This design comes from an exercise in tuning for small area on the open sky130 flow, not from production work.
In this exercise RTL edits were held to simulation tests only and were not proved equivalent to the original.
Power figures rest on the tool's default switching activity, not on a simulated workload.

==> flow/design.v <==
`timescale 1ns / 1ps
module HitTheMouse(
	input        mclk,       
	input        rst,        
	input  [7:0] btn,        
	output [7:0] led,        
	input  [3:0] fpgabtn,    
	output       OutBlue,
	output       OutGreen,
	output       OutRed,
	output       HS,
	output       VS,
	output       soundwave,  
	output       bgm         
);
reg       p;
reg [3:0] hr;
reg [6:0] hq;
reg [3:0] vr;
reg [5:0] vq;
reg [2:0] lm5;
wire hend = (hq==7'd79) && (hr==4'd9);
wire vend = (vq==6'd52) && (vr==4'd0);
always @(posedge mclk)
	if(rst) begin
		p<=1'b0; hr<=4'd0; hq<=7'd0; vr<=4'd0; vq<=6'd0; lm5<=3'd0;
	end else begin
		p<=~p;
		if(!p) begin
			if(hr==4'd9) begin
				hr<=4'd0;
				hq<=hend ? 7'd0 : hq+1'b1;
			end else hr<=hr+1'b1;
			if(hend) begin
				lm5<=(lm5==3'd4) ? 3'd0 : lm5+1'b1;
				if(vend) begin
					vr<=4'd0; vq<=6'd0;
				end else if(vr==4'd9) begin
					vr<=4'd0; vq<=vq+1'b1;
				end else vr<=vr+1'b1;
			end
		end
	end
wire th = (hr==4'd0) &&
          ((lm5==3'd0 && (hq==7'd25 || hq==7'd75)) ||
           (lm5==3'd1 &&  hq==7'd45) ||
           (lm5==3'd2 && (hq==7'd15 || hq==7'd65)) ||
           (lm5==3'd3 &&  hq==7'd35) ||
           (lm5==3'd4 && (hq==7'd5  || hq==7'd55)));
wire tick  = th & p;
wire tick1 = th & ~p;
assign HS = !(((hq>7'd65) || (hq==7'd65 && hr>=4'd6)) && ((hq<7'd75) || (hq==7'd75 && hr<=4'd1)));
wire h0 = (hq==7'd0) && (hr==4'd0);
assign VS = !((vq==6'd48 && vr==4'd9 && !h0) || (vq==6'd49 && vr==4'd0) || (vq==6'd49 && vr==4'd1 && h0));
wire [7:0] up;
wire [1:0] sc2, mx2;
wire [3:0] sc1, sc0, mx1, mx0;
wire [2:0] life;
wire [5:0] cd;
wire [1:0] mission, sit;
wire hs, fs, ls;
game u_game(.clk(mclk), .rst(rst), .tick(tick), .tick1(tick1), .btn(btn),
	.reset(fpgabtn[0]), .pause(fpgabtn[1]), .start(fpgabtn[2]),
	.up(up), .sc2(sc2), .sc1(sc1), .sc0(sc0), .mx2(mx2), .mx1(mx1), .mx0(mx0),
	.life(life), .cd(cd), .mission(mission), .sit(sit), .hs(hs), .fs(fs), .ls(ls));
assign led = up;
sfx u_sfx(.clk(mclk), .rst(rst), .tick(tick), .hs(hs), .fs(fs), .ls(ls), .wave(soundwave));
music u_music(.clk(mclk), .rst(rst), .tick(tick), .sit(sit), .mission(mission), .wave(bgm));
vga u_vga(.hq(hq), .hr(hr), .vq(vq), .vr(vr), .up(up), .sc2(sc2), .sc1(sc1), .sc0(sc0),
	.mx2(mx2), .mx1(mx1), .mx0(mx0), .cd(cd), .life(life), .mission(mission),
	.rgb({OutRed, OutGreen, OutBlue}));
endmodule
module game(
	input            clk, rst, tick, tick1,
	input      [7:0] btn,
	input            reset, pause, start,
	output reg [7:0] up,
	output reg [1:0] sc2, mx2,
	output reg [3:0] sc1, sc0, mx1, mx0,
	output reg [2:0] life,
	output reg [5:0] cd,
	output reg [1:0] mission, sit,
	output reg       hs, fs, ls
);
reg [3:0] sd;
always @(posedge clk)
	if(rst) sd<=4'd2;
	else if(tick) sd<=(sd>=4'd7) ? sd-4'd7 : sd+4'd6;
reg [7:0]  old_btn;
reg        old_pause;
reg        hit;
reg [29:0] ry;           
reg [8:0]  ac;           
reg [6:0]  tc;           
reg [5:0]  dc;           
reg [4:0]  lb;           
reg [23:0] mouse;        
reg        clr_p, linc_p;
wire play = (sit==2'd0);
wire [7:0] rise = btn & ~old_btn;
wire [7:0] mup;
genvar gi;
generate for(gi=0;gi<8;gi=gi+1) begin: g_mup
	assign mup[gi] = |mouse[3*gi+2:3*gi];
end endgenerate
wire [7:0] hitv  = rise & mup;
wire anyhit  = |hitv;
wire anymiss = |(rise & ~mup);
reg lasthit;
integer k;
always @* begin
	lasthit=1'b0;
	for(k=0;k<8;k=k+1)
		if(rise[k]) lasthit=mup[k];
end
wire ge20 = (sc2!=2'd0) || (sc1>=4'd2);
wire ge50 = (sc2!=2'd0) || (sc1>=4'd5);
wire spawn = (ac==9'd299 && mission==2'd0) || (ac>=9'd249 && mission==2'd1) ||
             (ac>=9'd149 && mission==2'd2) || (hit && ac==9'd49);
wire [29:0] ry_n = ry + {ry[28:0],1'b0} + {ry[13:0],16'd0} + 30'd32769;
wire [2:0] idx = ry_n[29:27];
wire dis = (dc==6'd49);
wire tcw = (tc==7'd99);
wire mup_g = (ge20 && mission==2'd0) || (ge50 && mission==2'd1);
wire newgame = start && sit!=2'd3 && sit!=2'd0;
wire clr = reset || newgame;
wire linc = play && life<3'd5 && lb==5'd10;
wire pedge = !old_pause && pause;
wire [3:0] sd_prev = sd;
wire [3:0] ryinit_i = sd_prev;
wire [29:0] ryinit =
	({30{ryinit_i==4'd0}} & 30'h1930a959) |
	({30{ryinit_i==4'd1}} & 30'hb91fc0c) |
	({30{ryinit_i==4'd2}} & 30'h3df34ebf) |
	({30{ryinit_i==4'd3}} & 30'h3054a172) |
	({30{ryinit_i==4'd4}} & 30'h22b5f425) |
	({30{ryinit_i==4'd5}} & 30'h151746d8) |
	({30{ryinit_i==4'd6}} & 30'h778998b) |
	({30{ryinit_i==4'd7}} & 30'h39d9ec3e) |
	({30{ryinit_i==4'd8}} & 30'h2c3b3ef1) |
	({30{ryinit_i==4'd9}} & 30'h1e9c91a4) |
	({30{ryinit_i==4'd10}} & 30'h10fde457) |
	({30{ryinit_i==4'd11}} & 30'h35f370a) |
	({30{ryinit_i==4'd12}} & 30'h35c089bd);
reg [2:0] nm;
integer i;
always @(posedge clk)
if(rst) begin
	old_btn<=8'd0; old_pause<=1'b0; hit<=1'b0; ry<=30'd0;
	ac<=9'd0; tc<=7'd0; dc<=6'd0; lb<=5'd0; cd<=6'd40;
	mission<=2'd0; sit<=2'd2; hs<=1'b0; fs<=1'b0; ls<=1'b0;
	mouse<=24'd0;
end else if(tick) begin
	hs<=play && anyhit;
	fs<=play && anymiss;
	ls<=play && life==3'd0;
	if(play) begin
		if(spawn) begin
			hit<=1'b0;
			ac<=9'd0;
			ry<=ry_n;
		end else ac<=ac+1'b1;
		if(dis) dc<=6'd0; else dc<=dc+1'b1;
		if(tcw) begin
			tc<=7'd0;
			if(cd!=6'd0) cd<=cd-1'b1;
		end else tc<=tc+1'b1;
		if(|rise) lb<=lasthit ? lb+1'b1 : 5'd0;
		if(anyhit) begin
			hit<=1'b1; ac<=9'd0; dc<=6'd0;
		end
		if(linc) lb<=5'd0;
		if(mup_g) begin
			mission<=mission+1'b1;
			cd<=6'd40;
		end
	end
	for(i=0;i<8;i=i+1) begin
		nm=mouse[3*i+:3];
		if(play && spawn && idx==i) nm=(mission==2'd0) ? 3'd5 : 3'd4;
		if(play && dis && mouse[3*i+:3]!=3'd0) nm=mouse[3*i+:3]-1'b1;
		if(play && hitv[i]) nm=3'd0;
		if(clr) nm=3'd0;
		mouse[3*i+:3]<=nm;
	end
	if(reset) begin
		lb<=5'd0; cd<=6'd40; mission<=2'd0; ac<=9'd0; tc<=7'd0; dc<=6'd0; hit<=1'b0;
	end
	if(newgame) begin
		cd<=6'd40; mission<=2'd0; ac<=9'd0; tc<=7'd0; dc<=6'd0;
		ry<=ryinit;
		hit<=1'b1;
	end
	if(start && sit!=2'd0) sit<=2'd0;
	else if(pedge && sit==2'd0) sit<=2'd3;
	else if(pedge && sit==2'd3) sit<=2'd0;
	else if(reset) sit<=2'd2;
	else if(play && ((tcw && cd==6'd0) || life==3'd0)) sit<=2'd1;
	old_btn<=btn;
	old_pause<=pause;
end
always @(posedge clk)
	if(rst) begin
		clr_p<=1'b0; linc_p<=1'b0;
	end else begin
		clr_p<=tick && clr;
		linc_p<=tick && linc;
	end
always @(posedge clk)
if(rst) begin
	sc2<=2'd0; sc1<=4'd0; sc0<=4'd0;
	mx2<=2'd0; mx1<=4'd0; mx0<=4'd0;
	life<=3'd5;
	up<=8'd0;
end else begin
	up<=mup;
	if(tick1 && {sc2,sc1,sc0}>{mx2,mx1,mx0}) begin
		mx2<=sc2; mx1<=sc1; mx0<=sc0;
	end
	if(clr_p) begin
		sc2<=2'd0; sc1<=4'd0; sc0<=4'd0;
	end else if(tick1 && hs) begin
		if(sc0==4'd9) begin
			sc0<=4'd0;
			if(sc1==4'd9) begin
				sc1<=4'd0;
				sc2<=sc2+1'b1;
			end else sc1<=sc1+1'b1;
		end else sc0<=sc0+1'b1;
	end
	if(clr_p) life<=3'd5;
	else if(linc_p) life<=life+1'b1;
	else if(tick1 && fs) life<=life-1'b1;
end
endmodule
module tone(
	input         clk, rst,
	input         silent,
	input  [15:0] thr,
	output reg    wave
);
reg [15:0] cnt;
always @(posedge clk)
if(rst) begin
	cnt<=16'd0; wave<=1'b0;
end else if(silent) wave<=1'b0;
else if(cnt>=thr) begin
	cnt<=16'd0; wave<=~wave;
end else cnt<=cnt+1'b1;
endmodule
module sfx(
	input  clk, rst, tick, hs, fs, ls,
	output wave
);
reg [1:0] play, lastplay;
reg [6:0] nl;
always @(posedge clk)
if(rst) begin
	play<=2'd0; lastplay<=2'd0; nl<=7'd0;
end else if(tick) begin
	lastplay<=play;
	if(play!=2'd0) nl<=nl+1'b1;
	else if(hs|fs|ls) nl<=7'd0;
	if((play==2'd1 && nl>=7'd49) || (play==2'd2 && nl>=7'd19) || (play==2'd3 && nl==7'd127))
		play<=2'd0;
	else if(ls) play<=2'd3;
	else if(fs) play<=2'd2;
	else if(hs) play<=2'd1;
end
wire [6:0] onl = nl-1'b1;
reg [3:0] scode;
always @* begin
	scode=4'd0;
	case(lastplay)
		2'd1: if(onl<7'd9) scode=4'd7; else if(onl<7'd49) scode=4'd8;
		2'd2: if(onl<7'd19) scode=4'd1;
		2'd3: begin
			if(onl<7'd15) scode=4'd2;
			else if(onl==7'd15) scode=4'd0;
			else if(onl<7'd31) scode=4'd6;
			else if(onl<7'd47) scode=4'd0;
			else if(onl<7'd63) scode=4'd6;
			else if(onl==7'd63) scode=4'd0;
			else if(onl<7'd79) scode=4'd6;
			else if(onl==7'd79) scode=4'd0;
			else if(onl<7'd95) scode=4'd5;
			else if(onl==7'd95) scode=4'd0;
			else if(onl<7'd111) scode=4'd4;
			else if(onl==7'd111) scode=4'd0;
			else if(onl<7'd127) scode=4'd3;
		end
		default: scode=4'd0;
	endcase
end
wire [3:0] sthr_i = scode;
wire [15:0] sthr =
	({16{sthr_i==4'd1}} & 16'hbab8) |
	({16{sthr_i==4'd2}} & 16'h62f0) |
	({16{sthr_i==4'd3}} & 16'h5d5b) |
	({16{sthr_i==4'd4}} & 16'h532e) |
	({16{sthr_i==4'd5}} & 16'h4a17) |
	({16{sthr_i==4'd6}} & 16'h45f4) |
	({16{sthr_i==4'd7}} & 16'h3178) |
	({16{sthr_i==4'd8}} & 16'h250c);
tone u_tone(.clk(clk), .rst(rst), .silent(scode==4'd0), .thr(sthr), .wave(wave));
endmodule
module music(
	input       clk, rst, tick,
	input [1:0] sit, mission,
	output      wave
);
reg [1:0] bc;
reg [6:0] bi;
reg [3:0] bj;
reg       muted;
wire [6:0] song_i = bi;
wire [4:0] song =
	({5{song_i==7'd0}} & 5'h3) |
	({5{song_i==7'd1}} & 5'h9) |
	({5{song_i==7'd2}} & 5'hb) |
	({5{song_i==7'd3}} & 5'h13) |
	({5{song_i==7'd4}} & 5'h4) |
	({5{song_i==7'd5}} & 5'h5) |
	({5{song_i==7'd6}} & 5'h5) |
	({5{song_i==7'd7}} & 5'hb) |
	({5{song_i==7'd8}} & 5'hb) |
	({5{song_i==7'd9}} & 5'h3) |
	({5{song_i==7'd10}} & 5'h5) |
	({5{song_i==7'd11}} & 5'hc) |
	({5{song_i==7'd12}} & 5'ha) |
	({5{song_i==7'd13}} & 5'ha) |
	({5{song_i==7'd14}} & 5'ha) |
	({5{song_i==7'd15}} & 5'h4) |
	({5{song_i==7'd16}} & 5'h4) |
	({5{song_i==7'd17}} & 5'hb) |
	({5{song_i==7'd18}} & 5'h13) |
	({5{song_i==7'd19}} & 5'h3) |
	({5{song_i==7'd20}} & 5'h9) |
	({5{song_i==7'd21}} & 5'hb) |
	({5{song_i==7'd22}} & 5'h13) |
	({5{song_i==7'd23}} & 5'h4) |
	({5{song_i==7'd24}} & 5'h5) |
	({5{song_i==7'd25}} & 5'h5) |
	({5{song_i==7'd26}} & 5'hb) |
	({5{song_i==7'd27}} & 5'hb) |
	({5{song_i==7'd28}} & 5'h3) |
	({5{song_i==7'd29}} & 5'h5) |
	({5{song_i==7'd30}} & 5'h7) |
	({5{song_i==7'd31}} & 5'h7) |
	({5{song_i==7'd32}} & 5'h7) |
	({5{song_i==7'd33}} & 5'h6) |
	({5{song_i==7'd34}} & 5'h5) |
	({5{song_i==7'd35}} & 5'h5) |
	({5{song_i==7'd36}} & 5'h4) |
	({5{song_i==7'd37}} & 5'h4) |
	({5{song_i==7'd38}} & 5'hd) |
	({5{song_i==7'd39}} & 5'h3) |
	({5{song_i==7'd40}} & 5'h3) |
	({5{song_i==7'd41}} & 5'hb) |
	({5{song_i==7'd42}} & 5'h3) |
	({5{song_i==7'd43}} & 5'h5) |
	({5{song_i==7'd44}} & 5'hf) |
	({5{song_i==7'd45}} & 5'hf) |
	({5{song_i==7'd46}} & 5'he) |
	({5{song_i==7'd47}} & 5'hd) |
	({5{song_i==7'd48}} & 5'hc) |
	({5{song_i==7'd49}} & 5'ha) |
	({5{song_i==7'd50}} & 5'ha) |
	({5{song_i==7'd51}} & 5'h2) |
	({5{song_i==7'd52}} & 5'h4) |
	({5{song_i==7'd53}} & 5'h6) |
	({5{song_i==7'd54}} & 5'h6) |
	({5{song_i==7'd55}} & 5'h6) |
	({5{song_i==7'd56}} & 5'h6) |
	({5{song_i==7'd57}} & 5'hd) |
	({5{song_i==7'd58}} & 5'hc) |
	({5{song_i==7'd59}} & 5'hd) |
	({5{song_i==7'd60}} & 5'h3) |
	({5{song_i==7'd61}} & 5'h3) |
	({5{song_i==7'd62}} & 5'hb) |
	({5{song_i==7'd64}} & 5'h3) |
	({5{song_i==7'd65}} & 5'hf) |
	({5{song_i==7'd66}} & 5'hf) |
	({5{song_i==7'd67}} & 5'he) |
	({5{song_i==7'd68}} & 5'hd) |
	({5{song_i==7'd69}} & 5'hc) |
	({5{song_i==7'd70}} & 5'ha) |
	({5{song_i==7'd71}} & 5'ha) |
	({5{song_i==7'd72}} & 5'h2) |
	({5{song_i==7'd73}} & 5'h4) |
	({5{song_i==7'd74}} & 5'h6) |
	({5{song_i==7'd75}} & 5'h6) |
	({5{song_i==7'd76}} & 5'h6) |
	({5{song_i==7'd77}} & 5'h6) |
	({5{song_i==7'd78}} & 5'hd) |
	({5{song_i==7'd79}} & 5'hc) |
	({5{song_i==7'd80}} & 5'hd) |
	({5{song_i==7'd81}} & 5'h3) |
	({5{song_i==7'd82}} & 5'h3) |
	({5{song_i==7'd83}} & 5'hb) |
	({5{song_i==7'd84}} & 5'h8);
wire [1:0] blen = song[4:3];
wire adv = (blen==2'd0) ? (bj>=4'd4) : (blen==2'd1) ? (bj>=4'd9) : (bj>=4'd14);
wire beat = (bc>=2'd3 && mission==2'd0) || (bc>=2'd2 && mission==2'd1) || (bc>=2'd1 && mission==2'd2);
always @(posedge clk)
if(rst) begin
	bc<=2'd0; bi<=7'd0; bj<=4'd0; muted<=1'b0;
end else if(tick) begin
	if(beat) begin
		bc<=2'd0;
		if(sit==2'd0) begin
			if(bi<7'd85) begin
				muted<=1'b0;
				if(adv) begin
					bj<=4'd0; bi<=bi+1'b1;
				end else bj<=bj+1'b1;
			end else bi<=7'd0;
		end else if(sit==2'd3) muted<=1'b1;
		else begin
			bi<=7'd0; bj<=4'd0;
		end
	end else bc<=bc+1'b1;
end
wire [2:0] bcode = song[2:0];
wire [2:0] bthr_i = bcode;
wire [15:0] bthr =
	({16{bthr_i==3'd1}} & 16'hb045) |
	({16{bthr_i==3'd2}} & 16'h942f) |
	({16{bthr_i==3'd3}} & 16'h8424) |
	({16{bthr_i==3'd4}} & 16'h75a7) |
	({16{bthr_i==3'd5}} & 16'h6ef8) |
	({16{bthr_i==3'd6}} & 16'h62f0) |
	({16{bthr_i==3'd7}} & 16'h5822);
tone u_tone(.clk(clk), .rst(rst), .silent(bj==4'd0 || muted || bcode==3'd0), .thr(bthr), .wave(wave));
endmodule
module vga(
	input  [6:0] hq,
	input  [3:0] hr,
	input  [5:0] vq,
	input  [3:0] vr,
	input  [7:0] up,
	input  [1:0] sc2, mx2,
	input  [3:0] sc1, sc0, mx1, mx0,
	input  [5:0] cd,
	input  [2:0] life,
	input  [1:0] mission,
	output [2:0] rgb
);
wire act = !hq[6] && (vq<6'd48);
wire [3:0] C = hq[3:0];
wire [3:0] R = vq[3:0];
wire mu = up[~{vq[4],hq[5:4]}];
wire [3:0] mrow_i = R;
wire [15:0] mrow =
	({16{mrow_i==4'd1}} & 16'h7e0) |
	({16{mrow_i==4'd2}} & 16'hff0) |
	({16{mrow_i==4'd3}} & 16'h1ff8) |
	({16{mrow_i==4'd4}} & 16'h1bd8) |
	({16{mrow_i==4'd5}} & 16'h1bd8) |
	({16{mrow_i==4'd6}} & 16'h1bd8) |
	({16{mrow_i==4'd7}} & 16'h1ff8) |
	({16{mrow_i==4'd8}} & 16'h1e78) |
	({16{mrow_i==4'd9}} & 16'h1ff8) |
	({16{mrow_i==4'd10}} & 16'h1998) |
	({16{mrow_i==4'd11}} & 16'h1998) |
	({16{mrow_i==4'd12}} & 16'h1c38) |
	({16{mrow_i==4'd13}} & 16'h7ffe) |
	({16{mrow_i==4'd14}} & 16'h7ffe);
wire hole  = (C!=4'd0) && (C!=4'd15) && (R==4'd13 || R==4'd14);
wire mid   = (C==4'd7 || C==4'd8);
wire [2:0] mrgb = hole ? 3'b111 :
                  !mu ? 3'b000 :
                  (mid && R==4'd8) ? 3'b101 :
                  (mid && (R==4'd10 || R==4'd11)) ? 3'b111 :
                  mrow[C] ? 3'b011 : 3'b000;
wire [5:0] bar_i = cd;
wire [8:0] bar =
	({9{bar_i==6'd0}} & 9'h10) |
	({9{bar_i==6'd1}} & 9'h17) |
	({9{bar_i==6'd2}} & 9'h24) |
	({9{bar_i==6'd3}} & 9'h31) |
	({9{bar_i==6'd4}} & 9'h38) |
	({9{bar_i==6'd5}} & 9'h45) |
	({9{bar_i==6'd6}} & 9'h52) |
	({9{bar_i==6'd7}} & 9'h59) |
	({9{bar_i==6'd8}} & 9'h66) |
	({9{bar_i==6'd9}} & 9'h73) |
	({9{bar_i==6'd10}} & 9'h80) |
	({9{bar_i==6'd11}} & 9'h87) |
	({9{bar_i==6'd12}} & 9'h94) |
	({9{bar_i==6'd13}} & 9'ha1) |
	({9{bar_i==6'd14}} & 9'ha8) |
	({9{bar_i==6'd15}} & 9'hb5) |
	({9{bar_i==6'd16}} & 9'hc2) |
	({9{bar_i==6'd17}} & 9'hc9) |
	({9{bar_i==6'd18}} & 9'hd6) |
	({9{bar_i==6'd19}} & 9'he3) |
	({9{bar_i==6'd20}} & 9'hf0) |
	({9{bar_i==6'd21}} & 9'hf7) |
	({9{bar_i==6'd22}} & 9'h104) |
	({9{bar_i==6'd23}} & 9'h111) |
	({9{bar_i==6'd24}} & 9'h118) |
	({9{bar_i==6'd25}} & 9'h125) |
	({9{bar_i==6'd26}} & 9'h132) |
	({9{bar_i==6'd27}} & 9'h139) |
	({9{bar_i==6'd28}} & 9'h146) |
	({9{bar_i==6'd29}} & 9'h153) |
	({9{bar_i==6'd30}} & 9'h160) |
	({9{bar_i==6'd31}} & 9'h167) |
	({9{bar_i==6'd32}} & 9'h174) |
	({9{bar_i==6'd33}} & 9'h181) |
	({9{bar_i==6'd34}} & 9'h188) |
	({9{bar_i==6'd35}} & 9'h195) |
	({9{bar_i==6'd36}} & 9'h1a2) |
	({9{bar_i==6'd37}} & 9'h1a9) |
	({9{bar_i==6'd38}} & 9'h1b6) |
	({9{bar_i==6'd39}} & 9'h1c3) |
	({9{bar_i==6'd40}} & 9'h1d0) |
	({9{bar_i==6'd41}} & 9'h1d0) |
	({9{bar_i==6'd42}} & 9'h1d0) |
	({9{bar_i==6'd43}} & 9'h1d0) |
	({9{bar_i==6'd44}} & 9'h1d0) |
	({9{bar_i==6'd45}} & 9'h1d0) |
	({9{bar_i==6'd46}} & 9'h1d0) |
	({9{bar_i==6'd47}} & 9'h1d0) |
	({9{bar_i==6'd48}} & 9'h1d0) |
	({9{bar_i==6'd49}} & 9'h1d0) |
	({9{bar_i==6'd50}} & 9'h1d0) |
	({9{bar_i==6'd51}} & 9'h1d0) |
	({9{bar_i==6'd52}} & 9'h1d0) |
	({9{bar_i==6'd53}} & 9'h1d0) |
	({9{bar_i==6'd54}} & 9'h1d0) |
	({9{bar_i==6'd55}} & 9'h1d0) |
	({9{bar_i==6'd56}} & 9'h1d0) |
	({9{bar_i==6'd57}} & 9'h1d0) |
	({9{bar_i==6'd58}} & 9'h1d0) |
	({9{bar_i==6'd59}} & 9'h1d0) |
	({9{bar_i==6'd60}} & 9'h1d0) |
	({9{bar_i==6'd61}} & 9'h1d0) |
	({9{bar_i==6'd62}} & 9'h1d0) |
	({9{bar_i==6'd63}} & 9'h1d0);
wire [4:0] bq = bar[8:4];
wire [3:0] brm = bar[3:0];
wire vbar = (vq>=6'd42 && vq<=6'd45) || (vq==6'd46 && vr==4'd0);
wire hbar = (hq!=7'd0) && ((hq<{2'b00,bq}) || (hq=={2'b00,bq} && hr<=brm));
wire srow = (vq>=6'd33 && vq<=6'd38);
wire brow = (vq>=6'd41 && vq<=6'd46);
wire g2 = (hq>=7'd34 && hq<=7'd38);
wire g1 = (hq>=7'd41 && hq<=7'd45);
wire g0 = (hq>=7'd48 && hq<=7'd52);
wire [2:0] dr = vq[2:0]-3'd1;
wire [2:0] dc = g2 ? hq[2:0]-3'd2 : g1 ? hq[2:0]-3'd1 : hq[2:0];
wire [3:0] digit = srow ? (g2 ? {2'b00,sc2} : g1 ? sc1 : sc0) : (g2 ? {2'b00,mx2} : g1 ? mx1 : mx0);
wire [3:0] font_i = digit;
wire [29:0] font =
	({30{font_i==4'd0}} & 30'h1d18c62e) |
	({30{font_i==4'd1}} & 30'h1c4210c4) |
	({30{font_i==4'd2}} & 30'h3e22222e) |
	({30{font_i==4'd3}} & 30'h1d08321f) |
	({30{font_i==4'd4}} & 30'h11f4a988) |
	({30{font_i==4'd5}} & 30'h1d083c3f) |
	({30{font_i==4'd6}} & 30'h1d18bc2e) |
	({30{font_i==4'd7}} & 30'h842221f) |
	({30{font_i==4'd8}} & 30'h1d18ba2e) |
	({30{font_i==4'd9}} & 30'h1d0f462e);
wire [4:0] frow = (dr==3'd0) ? font[4:0] : (dr==3'd1) ? font[9:5] : (dr==3'd2) ? font[14:10] :
                  (dr==3'd3) ? font[19:15] : (dr==3'd4) ? font[24:20] : font[29:25];
wire dpix = (srow | brow) && (g2 | g1 | g0) && frow[dc];
wire hlev = (hq>=7'd56 && hq<=7'd61) || (hq==7'd62 && hr==4'd0);
wire lv1 = (vq>=6'd43 && vq<=6'd45) || (vq==6'd46 && vr==4'd0);
wire lv2 = (vq>=6'd39 && vq<=6'd41) || (vq==6'd42 && vr==4'd0);
wire lv3 = (vq>=6'd35 && vq<=6'd37) || (vq==6'd38 && vr==4'd0);
wire [6:0] hh_i = hq;
wire [5:0] hh =
	({6{hh_i==7'd0}} & 6'h3f) |
	({6{hh_i==7'd2}} & 6'h1) |
	({6{hh_i==7'd3}} & 6'h2) |
	({6{hh_i==7'd4}} & 6'h3) |
	({6{hh_i==7'd5}} & 6'h4) |
	({6{hh_i==7'd6}} & 6'h5) |
	({6{hh_i==7'd7}} & 6'h8) |
	({6{hh_i==7'd8}} & 6'h9) |
	({6{hh_i==7'd9}} & 6'ha) |
	({6{hh_i==7'd10}} & 6'hb) |
	({6{hh_i==7'd11}} & 6'hc) |
	({6{hh_i==7'd12}} & 6'hd) |
	({6{hh_i==7'd13}} & 6'h10) |
	({6{hh_i==7'd14}} & 6'h11) |
	({6{hh_i==7'd15}} & 6'h12) |
	({6{hh_i==7'd16}} & 6'h13) |
	({6{hh_i==7'd17}} & 6'h14) |
	({6{hh_i==7'd18}} & 6'h15) |
	({6{hh_i==7'd19}} & 6'h18) |
	({6{hh_i==7'd20}} & 6'h19) |
	({6{hh_i==7'd21}} & 6'h1a) |
	({6{hh_i==7'd22}} & 6'h1b) |
	({6{hh_i==7'd23}} & 6'h1c) |
	({6{hh_i==7'd24}} & 6'h1d) |
	({6{hh_i==7'd25}} & 6'h20) |
	({6{hh_i==7'd26}} & 6'h21) |
	({6{hh_i==7'd27}} & 6'h22) |
	({6{hh_i==7'd28}} & 6'h23) |
	({6{hh_i==7'd29}} & 6'h24) |
	({6{hh_i==7'd30}} & 6'h25) |
	({6{hh_i==7'd31}} & 6'h3f) |
	({6{hh_i==7'd32}} & 6'h3f) |
	({6{hh_i==7'd33}} & 6'h3f) |
	({6{hh_i==7'd34}} & 6'h3f) |
	({6{hh_i==7'd35}} & 6'h3f) |
	({6{hh_i==7'd36}} & 6'h3f) |
	({6{hh_i==7'd37}} & 6'h3f) |
	({6{hh_i==7'd38}} & 6'h3f) |
	({6{hh_i==7'd39}} & 6'h3f) |
	({6{hh_i==7'd40}} & 6'h3f) |
	({6{hh_i==7'd41}} & 6'h3f) |
	({6{hh_i==7'd42}} & 6'h3f) |
	({6{hh_i==7'd43}} & 6'h3f) |
	({6{hh_i==7'd44}} & 6'h3f) |
	({6{hh_i==7'd45}} & 6'h3f) |
	({6{hh_i==7'd46}} & 6'h3f) |
	({6{hh_i==7'd47}} & 6'h3f) |
	({6{hh_i==7'd48}} & 6'h3f) |
	({6{hh_i==7'd49}} & 6'h3f) |
	({6{hh_i==7'd50}} & 6'h3f) |
	({6{hh_i==7'd51}} & 6'h3f) |
	({6{hh_i==7'd52}} & 6'h3f) |
	({6{hh_i==7'd53}} & 6'h3f) |
	({6{hh_i==7'd54}} & 6'h3f) |
	({6{hh_i==7'd55}} & 6'h3f) |
	({6{hh_i==7'd56}} & 6'h3f) |
	({6{hh_i==7'd57}} & 6'h3f) |
	({6{hh_i==7'd58}} & 6'h3f) |
	({6{hh_i==7'd59}} & 6'h3f) |
	({6{hh_i==7'd60}} & 6'h3f) |
	({6{hh_i==7'd61}} & 6'h3f) |
	({6{hh_i==7'd62}} & 6'h3f) |
	({6{hh_i==7'd63}} & 6'h3f) |
	({6{hh_i==7'd64}} & 6'h3f) |
	({6{hh_i==7'd65}} & 6'h3f) |
	({6{hh_i==7'd66}} & 6'h3f) |
	({6{hh_i==7'd67}} & 6'h3f) |
	({6{hh_i==7'd68}} & 6'h3f) |
	({6{hh_i==7'd69}} & 6'h3f) |
	({6{hh_i==7'd70}} & 6'h3f) |
	({6{hh_i==7'd71}} & 6'h3f) |
	({6{hh_i==7'd72}} & 6'h3f) |
	({6{hh_i==7'd73}} & 6'h3f) |
	({6{hh_i==7'd74}} & 6'h3f) |
	({6{hh_i==7'd75}} & 6'h3f) |
	({6{hh_i==7'd76}} & 6'h3f) |
	({6{hh_i==7'd77}} & 6'h3f) |
	({6{hh_i==7'd78}} & 6'h3f) |
	({6{hh_i==7'd79}} & 6'h3f) |
	({6{hh_i==7'd80}} & 6'h3f) |
	({6{hh_i==7'd81}} & 6'h3f) |
	({6{hh_i==7'd82}} & 6'h3f) |
	({6{hh_i==7'd83}} & 6'h3f) |
	({6{hh_i==7'd84}} & 6'h3f) |
	({6{hh_i==7'd85}} & 6'h3f) |
	({6{hh_i==7'd86}} & 6'h3f) |
	({6{hh_i==7'd87}} & 6'h3f) |
	({6{hh_i==7'd88}} & 6'h3f) |
	({6{hh_i==7'd89}} & 6'h3f) |
	({6{hh_i==7'd90}} & 6'h3f) |
	({6{hh_i==7'd91}} & 6'h3f) |
	({6{hh_i==7'd92}} & 6'h3f) |
	({6{hh_i==7'd93}} & 6'h3f) |
	({6{hh_i==7'd94}} & 6'h3f) |
	({6{hh_i==7'd95}} & 6'h3f) |
	({6{hh_i==7'd96}} & 6'h3f) |
	({6{hh_i==7'd97}} & 6'h3f) |
	({6{hh_i==7'd98}} & 6'h3f) |
	({6{hh_i==7'd99}} & 6'h3f) |
	({6{hh_i==7'd100}} & 6'h3f) |
	({6{hh_i==7'd101}} & 6'h3f) |
	({6{hh_i==7'd102}} & 6'h3f) |
	({6{hh_i==7'd103}} & 6'h3f) |
	({6{hh_i==7'd104}} & 6'h3f) |
	({6{hh_i==7'd105}} & 6'h3f) |
	({6{hh_i==7'd106}} & 6'h3f) |
	({6{hh_i==7'd107}} & 6'h3f) |
	({6{hh_i==7'd108}} & 6'h3f) |
	({6{hh_i==7'd109}} & 6'h3f) |
	({6{hh_i==7'd110}} & 6'h3f) |
	({6{hh_i==7'd111}} & 6'h3f) |
	({6{hh_i==7'd112}} & 6'h3f) |
	({6{hh_i==7'd113}} & 6'h3f) |
	({6{hh_i==7'd114}} & 6'h3f) |
	({6{hh_i==7'd115}} & 6'h3f) |
	({6{hh_i==7'd116}} & 6'h3f) |
	({6{hh_i==7'd117}} & 6'h3f) |
	({6{hh_i==7'd118}} & 6'h3f) |
	({6{hh_i==7'd119}} & 6'h3f) |
	({6{hh_i==7'd120}} & 6'h3f) |
	({6{hh_i==7'd121}} & 6'h3f) |
	({6{hh_i==7'd122}} & 6'h3f) |
	({6{hh_i==7'd123}} & 6'h3f) |
	({6{hh_i==7'd124}} & 6'h3f) |
	({6{hh_i==7'd125}} & 6'h3f) |
	({6{hh_i==7'd126}} & 6'h3f) |
	({6{hh_i==7'd127}} & 6'h3f);
wire [2:0] hi = hh[5:3];
wire [2:0] hj = hh[2:0];
wire [6:0] hc_i = {hj,hr};
wire [4:0] hc =
	({5{hc_i==7'd4}} & 5'h10) |
	({5{hc_i==7'd5}} & 5'h10) |
	({5{hc_i==7'd6}} & 5'h10) |
	({5{hc_i==7'd7}} & 5'h10) |
	({5{hc_i==7'd8}} & 5'h11) |
	({5{hc_i==7'd9}} & 5'h11) |
	({5{hc_i==7'd16}} & 5'h11) |
	({5{hc_i==7'd17}} & 5'h11) |
	({5{hc_i==7'd18}} & 5'h12) |
	({5{hc_i==7'd19}} & 5'h12) |
	({5{hc_i==7'd20}} & 5'h12) |
	({5{hc_i==7'd21}} & 5'h12) |
	({5{hc_i==7'd22}} & 5'h13) |
	({5{hc_i==7'd23}} & 5'h13) |
	({5{hc_i==7'd24}} & 5'h13) |
	({5{hc_i==7'd25}} & 5'h13) |
	({5{hc_i==7'd32}} & 5'h14) |
	({5{hc_i==7'd33}} & 5'h14) |
	({5{hc_i==7'd34}} & 5'h14) |
	({5{hc_i==7'd35}} & 5'h14) |
	({5{hc_i==7'd36}} & 5'h15) |
	({5{hc_i==7'd37}} & 5'h15) |
	({5{hc_i==7'd38}} & 5'h15) |
	({5{hc_i==7'd39}} & 5'h15) |
	({5{hc_i==7'd40}} & 5'h16) |
	({5{hc_i==7'd41}} & 5'h16) |
	({5{hc_i==7'd48}} & 5'h16) |
	({5{hc_i==7'd49}} & 5'h16) |
	({5{hc_i==7'd50}} & 5'h17) |
	({5{hc_i==7'd51}} & 5'h17) |
	({5{hc_i==7'd52}} & 5'h17) |
	({5{hc_i==7'd53}} & 5'h17) |
	({5{hc_i==7'd54}} & 5'h18) |
	({5{hc_i==7'd55}} & 5'h18) |
	({5{hc_i==7'd56}} & 5'h18) |
	({5{hc_i==7'd57}} & 5'h18) |
	({5{hc_i==7'd64}} & 5'h19) |
	({5{hc_i==7'd65}} & 5'h19) |
	({5{hc_i==7'd66}} & 5'h19) |
	({5{hc_i==7'd67}} & 5'h19) |
	({5{hc_i==7'd68}} & 5'h1a) |
	({5{hc_i==7'd69}} & 5'h1a) |
	({5{hc_i==7'd70}} & 5'h1a) |
	({5{hc_i==7'd71}} & 5'h1a) |
	({5{hc_i==7'd72}} & 5'h1b) |
	({5{hc_i==7'd73}} & 5'h1b) |
	({5{hc_i==7'd80}} & 5'h1b) |
	({5{hc_i==7'd81}} & 5'h1b) |
	({5{hc_i==7'd82}} & 5'h1c) |
	({5{hc_i==7'd83}} & 5'h1c) |
	({5{hc_i==7'd84}} & 5'h1c) |
	({5{hc_i==7'd85}} & 5'h1c);
wire [9:0] hv_i = {vq,vr};
wire [4:0] hv =
	({5{hv_i==10'd534}} & 5'h10) |
	({5{hv_i==10'd535}} & 5'h10) |
	({5{hv_i==10'd536}} & 5'h10) |
	({5{hv_i==10'd537}} & 5'h10) |
	({5{hv_i==10'd544}} & 5'h11) |
	({5{hv_i==10'd545}} & 5'h11) |
	({5{hv_i==10'd546}} & 5'h11) |
	({5{hv_i==10'd547}} & 5'h11) |
	({5{hv_i==10'd548}} & 5'h12) |
	({5{hv_i==10'd549}} & 5'h12) |
	({5{hv_i==10'd550}} & 5'h12) |
	({5{hv_i==10'd551}} & 5'h12) |
	({5{hv_i==10'd552}} & 5'h13) |
	({5{hv_i==10'd553}} & 5'h13) |
	({5{hv_i==10'd560}} & 5'h13) |
	({5{hv_i==10'd561}} & 5'h13) |
	({5{hv_i==10'd562}} & 5'h14) |
	({5{hv_i==10'd563}} & 5'h14) |
	({5{hv_i==10'd564}} & 5'h14) |
	({5{hv_i==10'd565}} & 5'h14) |
	({5{hv_i==10'd566}} & 5'h15) |
	({5{hv_i==10'd567}} & 5'h15) |
	({5{hv_i==10'd568}} & 5'h15) |
	({5{hv_i==10'd569}} & 5'h15) |
	({5{hv_i==10'd576}} & 5'h16) |
	({5{hv_i==10'd577}} & 5'h16) |
	({5{hv_i==10'd578}} & 5'h16) |
	({5{hv_i==10'd579}} & 5'h16) |
	({5{hv_i==10'd580}} & 5'h17) |
	({5{hv_i==10'd581}} & 5'h17) |
	({5{hv_i==10'd582}} & 5'h17) |
	({5{hv_i==10'd583}} & 5'h17) |
	({5{hv_i==10'd584}} & 5'h18) |
	({5{hv_i==10'd585}} & 5'h18) |
	({5{hv_i==10'd592}} & 5'h18) |
	({5{hv_i==10'd593}} & 5'h18) |
	({5{hv_i==10'd594}} & 5'h19) |
	({5{hv_i==10'd595}} & 5'h19) |
	({5{hv_i==10'd596}} & 5'h19) |
	({5{hv_i==10'd597}} & 5'h19) |
	({5{hv_i==10'd598}} & 5'h1a) |
	({5{hv_i==10'd599}} & 5'h1a) |
	({5{hv_i==10'd600}} & 5'h1a) |
	({5{hv_i==10'd601}} & 5'h1a) |
	({5{hv_i==10'd608}} & 5'h1b) |
	({5{hv_i==10'd609}} & 5'h1b) |
	({5{hv_i==10'd610}} & 5'h1b) |
	({5{hv_i==10'd611}} & 5'h1b) |
	({5{hv_i==10'd612}} & 5'h1c) |
	({5{hv_i==10'd613}} & 5'h1c) |
	({5{hv_i==10'd614}} & 5'h1c) |
	({5{hv_i==10'd615}} & 5'h1c);
wire [3:0] hrow = hv[3:0];
wire [3:0] hcol = hc[3:0];
wire [3:0] hrowa_i = hrow;
wire [12:0] hrowa =
	({13{hrowa_i==4'd0}} & 13'h208) |
	({13{hrowa_i==4'd1}} & 13'hf1e) |
	({13{hrowa_i==4'd2}} & 13'h1fbf) |
	({13{hrowa_i==4'd3}} & 13'h1fff) |
	({13{hrowa_i==4'd4}} & 13'h1fff) |
	({13{hrowa_i==4'd5}} & 13'h1fff) |
	({13{hrowa_i==4'd6}} & 13'h1fff) |
	({13{hrowa_i==4'd7}} & 13'hffe) |
	({13{hrowa_i==4'd8}} & 13'h7fc) |
	({13{hrowa_i==4'd9}} & 13'h3f8) |
	({13{hrowa_i==4'd10}} & 13'h1f0) |
	({13{hrowa_i==4'd11}} & 13'he0) |
	({13{hrowa_i==4'd12}} & 13'h40);
wire [3:0] hrowb_i = hrow;
wire [12:0] hrowb =
	({13{hrowb_i==4'd0}} & 13'h208) |
	({13{hrowb_i==4'd1}} & 13'hf1e) |
	({13{hrowb_i==4'd2}} & 13'h1f9f) |
	({13{hrowb_i==4'd3}} & 13'h1fcf) |
	({13{hrowb_i==4'd4}} & 13'h1f07) |
	({13{hrowb_i==4'd5}} & 13'h1c0f) |
	({13{hrowb_i==4'd6}} & 13'h1c3f) |
	({13{hrowb_i==4'd7}} & 13'he3e) |
	({13{hrowb_i==4'd8}} & 13'h73c) |
	({13{hrowb_i==4'd9}} & 13'h398) |
	({13{hrowb_i==4'd10}} & 13'h190) |
	({13{hrowb_i==4'd11}} & 13'hc0) |
	({13{hrowb_i==4'd12}} & 13'h40);
wire alive = (life<=3'd5) && (life>hi);
wire hpix = hv[4] && hc[4] && (alive ? hrowa[hcol] : hrowb[hcol]);
wire [2:0] lower = (vbar && hbar) ? 3'b010 :
                   dpix ? (srow ? 3'b111 : 3'b100) :
                   (hlev && lv1) ? 3'b011 :
                   (hlev && lv2 && (mission==2'd1 || mission==2'd2)) ? 3'b010 :
                   (hlev && lv3 && mission==2'd2) ? 3'b110 :
                   hpix ? (alive ? 3'b100 : 3'b111) : 3'b000;
assign rgb = !act ? 3'b000 : !vq[5] ? mrgb : lower;
endmodule
==> flow/run.sh <==
#!/bin/bash
# synth_recipe.tcl (not shown) runs the flow's synth.tcl, then flattens the netlist and writes it again
# the make line also repeats each setting of config.mk as NAME=value (left out here)
make -C /OpenROAD-flow-scripts/flow DESIGN_CONFIG=/design/flow/config.mk WORK_HOME=/design/flow/orfs CLKGATE_MAP_FILE= SYNTH_SCRIPT=/design/flow/synth_recipe.tcl finish
==> flow/config.mk <==
export PLATFORM = sky130hd
export DESIGN_NAME = HitTheMouse
export DESIGN_NICKNAME = HitTheMouse
export VERILOG_FILES = /design/flow/design.v
export SDC_FILE = /design/flow/constraint.sdc
export NUM_CORES = 8
export LEC_CHECK = 0
export CAP_MARGIN = 20
export CORE_MARGIN = 2
export CORE_UTILIZATION = 40
export SLEW_MARGIN = 20
==> flow/constraint.sdc <==
create_clock -name core_clock -period 60.0 [get_ports {mclk}]
set_input_delay 12.0000 -clock core_clock [delete_from_list [all_inputs] [get_ports {mclk}]]
set_output_delay 12.0000 -clock core_clock [all_outputs]
set_load 0.01 [all_outputs]
==> flow_summary.ini <==
[drt]
dr.pass1.iters = 6
wl_met2_um = 27600
drc_errors = 0
wl_met1_um = 28100
met3_length_um = 3480
dr.max_layer_used = met4
drt_wl_total_um = 60300
viasPerCell = 5.99
drt-initial-drc-count = 1994
wl_per_cell_um = 17.3
dr_total_vias = 20910
ant_nets = 0

[setup_path]
cpMostUsedCell = ha_1
rr_startpoint = u_sfx.nl[0]
cp.arrival_ps = 6970
path_max_fanout = 19
r2r_end = u_sfx.u_tone.cnt[1]
worstPathRequired_ps = 48000
cp-end-kind = output pin
path_buf_inv = 2
crit_slowest_cell = dfxtp_1
crit_path_start_kind = flop
worstSetupPathType = reg2out
reg2regPathDepth = 22
slowest_delay_ps = 790
cp_top_family = compound AO/OA/AOI/OAI gates
rrSetupSlack_ps = 53960
path_cells = inv_1, ha_1, or3_1, nor3_1, o221a_2, o21a_1, o21ai_0, nor4_1, ha_1, a32oi_1, o21ai_1, maj3_1, a21oi_1, a2111oi_0, nor4_2, nand3_1, a311oi_1, clkdlybuf4s50_1

[final_layout]
layout_commonest_cell = nor2_1
fillCellCount = 5318
finalNonFillerCells = 3491
mostFrequentLayoutCells = nor2_1 (360), nand2_1 (271), a21oi_1 (239)
synthToLayoutAreaGrowth_pct = 8.02
n_antenna_cell = 0
final_util = 0.439
seqCellArea_um2 = 4500
layout-drive-gt1-share = 0.0541
multiInputGateArea_um2 = 15300
final_nets = 2988

[clock_network]
htree_levels = 1
numCtsBuffers = 29
hold_buffers = 0
path_clk_slew_ps = 60
tritoncts = yes
ctsResizeCount = 0
clock_latency_ps = 590
cts_root_buffer = clkbuf_16
clockBufferDepth = 3
postCtsSetupBuffers = 0
cts.sinks = 225

[min_path]
hp-start = u_game.old_pause
whs_endpoint = u_game.old_pause
hold_depth = 2
hold_class = reg2reg

[synth]
ys_ff_latch = 225
synthTopCellsByArea = dfxtp_1 (22%), ha_1 (10%), nor2_1 (6.5%)
synth_edf_count = 0
syn-num-nets = 3085
synth_area_um2 = 20900
synthDistinctLibCells = 109
synth_top_area_share = 0.215
syn_inst = 2885
synth-async-reset-ratio = 0
yosys.area.top_type = dfxtp_1
synth_flop_cell = dfxtp_1
seq_area_frac_synth = 0.215
syn_area_per_cell_um2 = 7.25
yosys_warnings = 5

[timing]
fin_crit_sh = 0.316
tns_ps = 0
finClkSkew_ps = 24.3
hold_viol = 0
setup_slack_ps = 41030
setup_violations = 0
fmax_mhz = 52.7
maxSlewHeadroom = 0.255
worst_pin_slew_ps = 1100
drv_slew = 0
layout_min_cycle_time_ps = 18970
rsz0062_at_grt = no

[floorplanning]
die_w_um = 233
ioPinCount = 29
rows = 83
start_util = 0.406
dieArea_um2 = 54200
die_h_um = 233
core_um2 = 51500

[pwr]
finalPower_mw = 0.354
power_density_nw_per_um2 = 15.7
peakVddDrop_v = 0.0000252
p_leak_nw = 8.55

[outcome]
outcome = timing/DRC/antenna clean

[grt]
grt-ovfl-total = 0
grtUsageTotal = 0.218
antenna_found_initial = 0
grt_pass1_vias = 19550
grt_pass1_wl_um = 99800
grt_max_degree = 67

[placement]
dp_slack_ps = 41720
dp_cells = 3436
dp_hpwl_um = 42600
gp_congestion = 0.925
port-buffer-count = 27

[flow_run]
drv_cap = 0
==> stage by stage <==
stage / hold WS (ps) / area (um^2)
6_report: 452 / 22600
5_1_grt: 463 / 22600
4_1_cts: 453 / 22500
3_5_place_dp: 438 / 21500
3_3_place_gp: 438 / 21500
2_1_floorplan: 415 / 20900
==> metal layers <==
metal  vias up  track usage
met4         0       0.0504
li1      10275            -
met3       101       0.0288
met2       697        0.364
met1      9837        0.296
met5         -            0
==> how the worst max path moves through the flow <==
stage               start       end  cells past startpoint
floorplan           hq[0]    OutRed                     21
global placement    hq[0]    OutRed                     19
detailed placement  hq[1]    OutRed                     19
CTS                 hq[0]    OutRed                     19
global route        hq[1]  OutGreen                     18
finish              hq[0]  OutGreen                     18
==> cell type report <==
cell class	count	area share
multi-input combinational	2362	0.677
sequential	225	0.199
tap	680	0.0376
clock buffer	34	0.0343
inverter	124	0.0206
timing repair buffer	46	0.0190
clock inverter	20	0.0126
==> state kept, by name (all words and copies together), names as in the netlist, 4 cells and up <==
name / cells
u_music.bj: 4
u_music.u_tone.cnt: 16
u_game.old_btn: 8
hr: 4
u_game.ry: 30
vr: 4
u_game.mx0: 4
hq: 7
u_game.tc: 7
u_game.ac: 9
u_game.mx1: 4
u_game.mouse: 24
vq: 6
u_sfx.u_tone.cnt: 16
u_music.bi: 7
u_game.lb: 5
u_game.sc1: 4
u_game.sc0: 4
u_sfx.nl: 7
u_game.cd: 6
u_game.sd: 4
u_game.up: 8
u_game.dc: 6
==> worst min-delay path, cell delays in order (launching register included) <==
cell     delay, ps
dfxtp_1        300
nand2_1         50
a21oi_1         50
==> power breakdown <==
part | switching, mW | internal [mW]
sequential | 0.000466 | 0.150
combinational | 0.00796 | 0.00310
clock | 0.0741 | 0.119
==> cell families after synthesis <==
group	after synthesis	synth area share
simple gates	1156	0.269
flops	225	0.215
buf+inv	298	0.0561
xor+xnor	122	0.0511
fa+ha+maj	187	0.117
compound gates	857	0.269
mux	40	0.0223
==> Yosys cell counts (53+ instances only) <==
cell type / n
nand3_1: 82
inv_1: 121
nand2b_1: 53
nand2_1: 272
a21oi_1: 240
ha_1: 171
dfxtp_1: 225
xnor2_1: 64
o21ai_0: 188
nor2_1: 361
nor3_1: 104
clkbuf_1: 127
xor2_1: 58

==> separate check: timing with driven ports <==
No port has a modelled driver above. Below, the same layout with a new extraction and two added sets of constraints.
Step 1 (the two cells are an assumption about what drives the block):
set clk [get_ports {mclk}]
set_driving_cell -lib_cell sky130_fd_sc_hd__clkbuf_16 $clk
set_driving_cell -lib_cell sky130_fd_sc_hd__buf_2 [delete_from_list [all_inputs] $clk]
Step 2 also shifts input and output timing later by t, the mid clock arrival at the registers, as if the neighbouring blocks saw the same clock.
a / b / c = ideal ports / drivers / drivers and shift; a / b = the first two.
t (ns): 0.639
slack for setup (ns): 41.032 / 40.971 / 41.610
hold WS [ns]: 0.452 / 0.452 / 0.452
latest minus earliest clock arrival (ns): 0.029 / 0.029
worst slew at a driven data input, ns: 0.05
After both steps this run still meets setup and hold. The setup slack of this run moves by -0.061 ns with the drivers and by +0.578 ns with both steps.
